This design comes from an exercise in tuning for small area, a short achievable clock period and few clock cycles on the open sky130 flow, not from production work.
Function was checked by simulation only, so behaviour that the tests miss may differ from the original.

lane 3:
## gpu
module gpu #(
    parameter DATA_MEM_ADDR_BITS = 8,
    parameter DATA_MEM_DATA_BITS = 8,
    parameter DATA_MEM_NUM_CHANNELS = 4,
    parameter PROGRAM_MEM_ADDR_BITS = 8,
    parameter PROGRAM_MEM_DATA_BITS = 16,
    parameter PROGRAM_MEM_NUM_CHANNELS = 1,
    parameter NUM_CORES = 2,
    parameter THREADS_PER_BLOCK = 4
) (
    input wire clk,
    input wire reset,
    input wire start,
    output wire done,
    input wire device_control_write_enable,
    input wire [7:0] device_control_data,  
    output wire [PROGRAM_MEM_NUM_CHANNELS-1:0] program_mem_read_valid,
    output wire [PROGRAM_MEM_NUM_CHANNELS*PROGRAM_MEM_ADDR_BITS-1:0] program_mem_read_address,
    input wire [PROGRAM_MEM_NUM_CHANNELS-1:0] program_mem_read_ready,
    input wire [PROGRAM_MEM_NUM_CHANNELS*PROGRAM_MEM_DATA_BITS-1:0] program_mem_read_data,
    output wire [DATA_MEM_NUM_CHANNELS-1:0] data_mem_read_valid,
    output wire [DATA_MEM_NUM_CHANNELS*DATA_MEM_ADDR_BITS-1:0] data_mem_read_address,
    input wire [DATA_MEM_NUM_CHANNELS-1:0] data_mem_read_ready,
    input wire [DATA_MEM_NUM_CHANNELS*DATA_MEM_DATA_BITS-1:0] data_mem_read_data,
    output wire [DATA_MEM_NUM_CHANNELS-1:0] data_mem_write_valid,
    output wire [DATA_MEM_NUM_CHANNELS*DATA_MEM_ADDR_BITS-1:0] data_mem_write_address,
    output wire [DATA_MEM_NUM_CHANNELS*DATA_MEM_DATA_BITS-1:0] data_mem_write_data,
    input wire [DATA_MEM_NUM_CHANNELS-1:0] data_mem_write_ready
);
clock: 14.0 ns
lec_check: 0
cap_margin: 20
core_margin: 2
core_utilization: 40
cts_cluster_diameter: 100
cts_cluster_size: 20
slew_margin: 20
standard.sh (not shown) runs the stock make flow with config.mk's settings and CLKGATE_MAP_FILE= SYNTH_SCRIPT=/design/flow/synth_recipe.tcl, a recipe that flattens the netlist after the stock synthesis.
==> flow/flow/run.sh <==
#!/bin/bash
set -euo pipefail
bash standard.sh synth > synth.log 2>&1
bash standard.sh SETUP_SLACK_MARGIN=9.5 finish > layout.log 2>&1
Per the final summary, lane 3 finished and its layout is clean on timing, DRC and antenna.
Testbench counts of lane 3, summed over its fixed seeds: cycles 23,156.
> inputs changed (lane 3 -> lane 4)
--- a/flow/design.v
+++ b/flow/design.v
@@ -390,12 +390,14 @@
     reg [3:0]  mask;        
     reg [3:0][2:0] nzp;
     reg [7:0]  fpc;
     reg        d_valid;
     reg [15:0] d_ir;
     reg [7:0]  d_pc;
+    reg        d_fp;        
+    reg [7:0]  d_fnext;
     reg        e_valid;
     reg [7:0]  e_pc1;       
     reg        e_brt;       
     reg [7:0]  e_next;      
     reg        e_bpred;     
     reg [3:0]  e_rd, e_rsf, e_rtf;
@@ -613,13 +615,15 @@
             end
         end else if (d_reconv || d_ret) begin
             d_npc  = s_empty ? 8'd0 : tos_pc;
             d_pred = !s_empty || d_ret;
         end
     end
-    wire d_redirect = d_adv && d_pred && !clr;
+    wire d_redirect = d_adv && d_pred && !clr && !d_fp;
+    wire f_jmp = d_valid && (f_word[15:12] == 4'b1010) && (d_ir[15:12] == 4'b1001) &&
+                 (d_ir[11:8] == f_word[7:4]) && (d_ir[11:8] < 4'd13);
     genvar i;
     generate
         for (i = 0; i < 4; i = i + 1) begin : lanes
             wire [7:0] rf1, rf2;
             registers #(.THREAD_ID(i)) register_instance (
                 .clk(clk),
@@ -760,13 +764,13 @@
             end
             if (d_adv) begin
                 e_busy   <= early_rd;
                 e_valid  <= 1'b1;
                 e_pc1    <= d_pc1;
                 e_brt    <= d_brt;
-                e_next   <= d_redirect ? d_npc : d_pc1;
+                e_next   <= d_redirect ? d_npc : d_fp ? d_fnext : d_pc1;
                 e_bpred  <= d_redirect && d_ret && s_empty;
                 e_rd     <= d_ir[11:8];
                 e_rsf    <= d_rs;
                 e_rtf    <= d_rt;
                 e_imm    <= d_ir[7:0];
                 e_br     <= d_br;
@@ -789,13 +793,15 @@
                 e_valid <= 1'b0;
             end
             if (f_adv) begin
                 d_valid <= 1'b1;
                 d_ir    <= f_word;
                 d_pc    <= fpc;
-                fpc     <= fpc + 8'd1;
+                d_fp    <= f_jmp;
+                d_fnext <= d_ir[7:0];
+                fpc     <= f_jmp ? d_ir[7:0] : fpc + 8'd1;
             end else if (d_adv || redirect) begin
                 d_valid <= 1'b0;
             end
             if (d_redirect) fpc <= d_npc;
             if (redirect) begin
                 fpc     <= npc;
Results
On via count, lane 4 does worse than lane 3.
Lane 3 -> lane 4: post-synth net total increased slightly
Lane 3 → lane 4: sequential share of layout area level; cell area after technology mapping barely changed.
Layout multi-input combinational cell count delta for lane 4 relative to lane 3: 1.7% higher
[lane 4 vs lane 3] critical path depth: higher in lane 4
Testbench counts of lane 4, summed over its fixed seeds: cycles 22,826.

-- port drivers added, routing unchanged --
The flow's constraints put no driver on any port. The routed layouts listed below were extracted and timed again, unchanged, in two steps. Step 1: set_driving_cell puts a clkbuf_16 on clk and a buf_2 on each other input, an assumption about the parent block. Step 2 times the ports against the registers' clock, not the clock port: input delays grow and output delays shrink by t, the midpoint of the rising clock arrivals with the driver on. Three values: no drivers, after step 1, after step 2; two values: the first two.
run	t (ns)	slack for setup (ns)	worst slew at a driven data input, ns	pins driven straight from the clock port
lane 3	1.069	9.521 / 9.460 / 8.553	0.06	1
lane 4	1.095	9.436 / 9.436 / 8.476	0.08	1
After both steps setup and hold are still met in every run listed. The setup slack of lane 3, which loses most, moves by -0.061 ns with the drivers and by -0.968 ns with both steps.
